What follows belongs to an exercise in optimizing a design on an open flow for small area, a short achievable clock period and few clock cycles; a production flow would make more cautious choices.
The flow treats the clock pin as an ideal source. Dropping or thinning the clock tree relies on that and would not hold on a real chip.
No activity file was given, so power comes from the tool's default toggle rates.

Setup of before:
==> module conversion, before the edit <==
module conversion(
	ready,postfix,
	clk,reset,load,infix
);
input clk, reset, load;
input [7:0] infix;
output ready;
output [7:0] postfix;
localparam QN = 29;           
reg       c_dig, c_opn, c_cls, c_hi, c_pa, c_hp;
reg [3:0] nib;
wire [3:0] in_n = infix[3:0];
wire       ld   = load & ~reset;
always @(posedge clk) begin
	c_dig <= ld &  infix[4];
	c_opn <= ld & ~infix[4] & ~in_n[2] & ~in_n[1] & ~in_n[0];           
	c_cls <= ld & ~infix[4] & ~in_n[2] & ~in_n[1] &  in_n[0];           
	c_hi  <= ld & ~infix[4] &  in_n[1] & ~(in_n[0] ^ in_n[2]);          
	c_pa  <= ld & ~infix[4] & ~(in_n[2] & in_n[1]) & in_n[0];           
	c_hp  <= ld & ~infix[4] & (in_n[1] | in_n[0]);                      
	nib   <= in_n;
end
wire iv   = c_dig | c_opn | c_hi | c_pa;
reg  rst_r;
always @(posedge clk) rst_r <= reset;
wire c_lo = c_pa & ~c_cls;
reg        lv, lo, hv, ho;
reg [3:0]  hl, hh;            
reg        p;                 
reg [6:0]  so;                
reg        snd, rdy, hd;
reg [3:0]  h;
reg [3:0]  q [1:QN+1];
wire [3:0] hi_n = {1'b1, ho, 1'b1, ho};
wire [3:0] lo_n = {1'b1, lo, ~lo, 1'b1};
wire       n1   = c_dig | (hv & c_hp) | (lv & c_pa);             
wire       n2   = c_pa & hv & lv;                                
wire [3:0] curv = {lv, lo, hv, ho};
reg        pn;
wire       e_nib = ~snd &  pn & c_dig;
wire       e_hi  = ~snd &  pn & ~c_dig & hv;
wire       e_lo  = ~snd & (~pn | (~c_dig & ~hv));
wire       o_nib = ~snd & ~pn & c_dig;
wire       o_hi  = ~snd & ~pn & ~c_dig & hv;
wire       o_lo  = ~snd & ( pn | (~c_dig & ~hv));
wire [3:0] bn_e = ({4{e_nib}} & ~nib) | ({4{e_hi}} & ~hi_n) | ({4{e_lo}} & ~lo_n);
wire [3:0] bn_o = ({4{o_nib}} &  nib) | ({4{o_hi}} &  hi_n) | ({4{o_lo}} &  lo_n);
wire       s_cur = ~snd & c_opn;
wire [3:0] bn_es = c_opn ? ({4{s_cur}} & ~curv) : bn_e;
wire [3:0] bn_os = c_opn ? ({4{s_cur}} &  curv) : bn_o;
wire [3:0] top = ({4{so[1]}} & ~q[29]) | ({4{so[2]}} & q[28]) |
                 ({4{so[3]}} & ~q[27]) | ({4{so[4]}} & q[26]) |
                 ({4{so[5]}} & ~q[25]) | ({4{so[6]}} & q[24]);
reg [15:0] dh;                
integer k;
always @(*)
	for (k = 0; k < 16; k = k + 1) dh[k] = hl[k % 4] & hh[k / 4];
wire [7:0] ds = {1'b0, so};
wire       h0   = hl[0] & hh[0];
wire       more = ~h0;                      
wire       done = snd & ~more & ~hv & ~lv;
wire       inc  = n2 | (n1 & p);
wire rl  = ~snd & inc;
wire rr  = snd & more & ~p;
wire rlh = rl & hl[3];
wire rrh = rr & hl[0];
always @(posedge clk) begin
	hl <= rst_r ? 4'b0001 :
	      ({4{rl}} & {hl[2:0], hl[3]}) | ({4{rr}} & {hl[0], hl[3:1]}) |
	      ({4{~rl & ~rr}} & hl);
	hh <= rst_r ? 4'b0001 :
	      ({4{rlh}} & {hh[2:0], hh[3]}) | ({4{rrh}} & {hh[0], hh[3:1]}) |
	      ({4{~rlh & ~rrh}} & hh);
	p  <= ~rst_r & (p ^ (snd ? (more | done) : (n1 & ~n2)));
	pn <= ~(~rst_r & (p ^ (snd ? (more | done) : (n1 & ~n2))));
end
always @(*) q[QN+1] = 4'b0000;
genvar i;
generate for (i = 1; i <= QN; i = i + 1) begin : g_q
	wire we;
	if (i % 2 == 0)
		assign we = (~p & dh[i/2]) | (p & dh[i/2-1]) |
		            ((QN - i < 8) ? (c_opn & ds[(QN - i) % 8]) : 1'b0);
	else
		assign we = dh[i/2] |
		            ((QN - i < 8) ? (c_opn & ds[(QN - i) % 8]) : 1'b0);
	always @(posedge clk)
		if (snd | we)
			q[i] <= ~(({4{snd}} & q[i+1]) | ((i % 2 == 0) ? ((i >= QN - 5) ? bn_es : bn_e)
			                                               : ((i >= QN - 5) ? bn_os : bn_o)));
end endgenerate
always @(posedge clk) begin
	if (rst_r) begin
		so  <= 7'd1;
		snd <= 1'b0;
	end
	else if (snd) begin
		if (done)
			snd <= 1'b0;
	end
	else begin
		if (c_opn)
			so <= {so[5:0], 1'b0};
		else if (c_cls)
			so <= {1'b0, so[6:1]};
		if (iv && !load)
			snd <= 1'b1;
	end
end
wire keep = ~c_opn & ~c_pa & ~c_hi;         
always @(posedge clk) begin
	lv <= ~rst_r & ((snd & lv & (more | hv)) |
	                (~snd & ((c_cls & top[3]) | c_lo | (~c_opn & ~c_cls & lv))));
	lo <= (snd & lo) | (~snd & ((c_cls & top[2]) | (c_lo & nib[2]) | (~c_pa & lo)));
	hv <= ~rst_r & ((snd & hv & more) |
	                (~snd & ((c_cls & top[1]) | c_hi | (keep & hv))));
	ho <= (snd & ho) | (~snd & ((c_cls & top[0]) | (c_hi & nib[2]) | (~c_cls & ~c_hi & ho)));
end
wire t_q   = snd & more;
wire t_hi  = snd & ~more & hv;
wire t_lo  = snd & ~more & ~hv;
wire t_nib = ~snd & h0 & ~p & c_dig;        
wire t_h   = ~snd & ~(h0 & ~p & c_dig);
always @(posedge clk) begin
	h  <= ({4{t_q}} & ~q[1]) | ({4{t_hi}} & hi_n) | ({4{t_lo}} & lo_n) |
	      ({4{t_nib}} & nib) | ({4{t_h}} & h);
	hd <= (t_q & ~(~q[1][3] & (~q[1][2] | ~q[1][1]))) | t_nib | (t_h & hd);
end
always @(posedge clk)
	if (reset | rst_r)     rdy <= 1'b0;
	else if (snd)          rdy <= ~done;
	else if (iv && !load)  rdy <= 1'b1;
assign ready   = rdy;
assign postfix = {3'b001, hd, h};
endmodule
Settings: LEC_CHECK=0, CAP_MARGIN=20, CORE_MARGIN=2, CORE_UTILIZATION=40, SETUP_SLACK_MARGIN=2.85, SLEW_MARGIN=20; clock period 4.5 ns.
standard.sh (not shown) runs the stock make flow with config.mk's settings and CLKGATE_MAP_FILE= SYNTH_SCRIPT=/design/flow/synth_recipe.tcl, a recipe that flattens the netlist after the stock synthesis.
==> flow/flow/run.sh <==
#!/bin/bash
# Standard ORFS flow, except that the clock tree is built by flow/cts.tcl.
set -euo pipefail
# port buffers: plain buf_2 instead of the delay cell buffer_ports picks
export BUFFER_PORTS_ARGS="-buffer_cell sky130_fd_sc_hd__buf_2"
R=orfs/results/$FLOW_PLATFORM/conversion/base
bash standard.sh place > flow_place.log 2>&1
RES=$R SETUP_MARGIN=2.85 NROOT=4 NLEAF=2 ROOTBUF=sky130_fd_sc_hd__buf_16 LEAFBUF=sky130_fd_sc_hd__buf_16 \
	openroad -exit -no_init -threads $NUM_CORES flow/cts.tcl > flow_cts.log 2>&1
bash standard.sh finish > flow_finish.log 2>&1
Other scripts of this flow, unchanged in this note and not shown: flow/flow/cts.tcl, flow/flow/tree.tcl
before went all the way through the flow, and no timing, DRC or antenna check failed.
[inputs] after vs before
--- a/flow/design.v
+++ b/flow/design.v
@@ -8,13 +8,13 @@
 output ready;
 output [7:0] postfix;
 localparam QN = 29;           
 reg       c_dig, c_opn, c_cls, c_hi, c_pa, c_hp;
 reg [3:0] nib;
 wire [3:0] in_n = infix[3:0];
-wire       ld   = load & ~reset;
+wire       ld   = load;           
 always @(posedge clk) begin
 	c_dig <= ld &  infix[4];
 	c_opn <= ld & ~infix[4] & ~in_n[2] & ~in_n[1] & ~in_n[0];           
 	c_cls <= ld & ~infix[4] & ~in_n[2] & ~in_n[1] &  in_n[0];           
 	c_hi  <= ld & ~infix[4] &  in_n[1] & ~(in_n[0] ^ in_n[2]);          
 	c_pa  <= ld & ~infix[4] & ~(in_n[2] & in_n[1]) & in_n[0];           
@@ -34,24 +34,22 @@
 reg [3:0]  q [1:QN+1];
 wire [3:0] hi_n = {1'b1, ho, 1'b1, ho};
 wire [3:0] lo_n = {1'b1, lo, ~lo, 1'b1};
 wire       n1   = c_dig | (hv & c_hp) | (lv & c_pa);             
 wire       n2   = c_pa & hv & lv;                                
 wire [3:0] curv = {lv, lo, hv, ho};
-reg        pn;
-wire       e_nib = ~snd &  pn & c_dig;
-wire       e_hi  = ~snd &  pn & ~c_dig & hv;
-wire       e_lo  = ~snd & (~pn | (~c_dig & ~hv));
-wire       o_nib = ~snd & ~pn & c_dig;
-wire       o_hi  = ~snd & ~pn & ~c_dig & hv;
-wire       o_lo  = ~snd & ( pn | (~c_dig & ~hv));
-wire [3:0] bn_e = ({4{e_nib}} & ~nib) | ({4{e_hi}} & ~hi_n) | ({4{e_lo}} & ~lo_n);
-wire [3:0] bn_o = ({4{o_nib}} &  nib) | ({4{o_hi}} &  hi_n) | ({4{o_lo}} &  lo_n);
-wire       s_cur = ~snd & c_opn;
-wire [3:0] bn_es = c_opn ? ({4{s_cur}} & ~curv) : bn_e;
-wire [3:0] bn_os = c_opn ? ({4{s_cur}} &  curv) : bn_o;
+wire       e_nib = ~p & c_dig;
+wire       e_hi  = ~p & ~c_dig & hv;
+wire       e_lo  = p | (~c_dig & ~hv);
+wire       o_nib =  p & c_dig;
+wire       o_hi  =  p & ~c_dig & hv;
+wire       o_lo  = ~p | (~c_dig & ~hv);
+wire [3:0] bus_e = ({4{e_nib}} & nib) | ({4{e_hi}} & hi_n) | ({4{e_lo}} & lo_n);
+wire [3:0] bus_o = ({4{o_nib}} & nib) | ({4{o_hi}} & hi_n) | ({4{o_lo}} & lo_n);
+wire [3:0] bus_es = c_opn ? curv : bus_e;
+wire [3:0] bus_os = c_opn ? curv : bus_o;
 wire [3:0] top = ({4{so[1]}} & ~q[29]) | ({4{so[2]}} & q[28]) |
                  ({4{so[3]}} & ~q[27]) | ({4{so[4]}} & q[26]) |
                  ({4{so[5]}} & ~q[25]) | ({4{so[6]}} & q[24]);
 reg [15:0] dh;                
 integer k;
 always @(*)
@@ -70,15 +68,18 @@
 	      ({4{rl}} & {hl[2:0], hl[3]}) | ({4{rr}} & {hl[0], hl[3:1]}) |
 	      ({4{~rl & ~rr}} & hl);
 	hh <= rst_r ? 4'b0001 :
 	      ({4{rlh}} & {hh[2:0], hh[3]}) | ({4{rrh}} & {hh[0], hh[3:1]}) |
 	      ({4{~rlh & ~rrh}} & hh);
 	p  <= ~rst_r & (p ^ (snd ? (more | done) : (n1 & ~n2)));
-	pn <= ~(~rst_r & (p ^ (snd ? (more | done) : (n1 & ~n2))));
 end
 always @(*) q[QN+1] = 4'b0000;
+wire [3:0] bn_e  = {4{~snd}} & ~bus_e;
+wire [3:0] bn_o  = {4{~snd}} &  bus_o;
+wire [3:0] bn_es = {4{~snd}} & ~bus_es;
+wire [3:0] bn_os = {4{~snd}} &  bus_os;
 genvar i;
 generate for (i = 1; i <= QN; i = i + 1) begin : g_q
 	wire we;
 	if (i % 2 == 0)
 		assign we = (~p & dh[i/2]) | (p & dh[i/2-1]) |
 		            ((QN - i < 8) ? (c_opn & ds[(QN - i) % 8]) : 1'b0);
==> comparison <==
On final cell count without fillers: between after and before, it ends up lower for after. Relative to before, fmax has gone up in after. The via count of the first global-routing pass number comes out higher for after vs before. after: area growth from synthesis to layout is 2.1 points lower than what before reported. From before to after the numbers moved as follows: clock power essentially unchanged, detailed-routing iteration count for the pre-antenna-repair pass higher, arrival time at the worst endpoint about even, via count increased 44. [after] footprint of the flip-flops and latches fell 0.58% relative to before. Changes observed in after relative to before: share of total power in sequential cells moved up; synthesized area moved up.
Function was not checked in any run of this note: the RTL went through the layout flow alone. No run of this note takes its clock network from TritonCTS; it comes from the design's own scripts or RTL.

[re-timing with driven ports]
The results above use ideal ports. As a check the final layouts listed here were re-extracted and re-timed, cells and wires unchanged. Step 1, drivers: a clkbuf_16 drives clk and a buf_2 each remaining input, both assumed. Step 2, shift: input delay + t, output delay - t, t = (earliest + latest rising clock arrival at the registers) / 2. This alone moves slack from input paths to output paths. a / b / c = ideal ports / drivers / drivers and shift; a / b = the first two.
| run | t, ns | setup slack, ns | clock arrival spread, ns | slew at the worst register clock pin (ns) | cell pins on the clock port's net |
|---|---|---|---|---|---|
| before | 0.348 | 2.763 / 2.763 / 2.763 | 0.009 / 0.010 | 0.09 / 0.09 | 4 |
| after | 0.349 | 2.771 / 2.771 / 2.771 | 0.010 / 0.011 | 0.08 / 0.08 | 4 |
After both steps setup and hold are still met in every run listed.
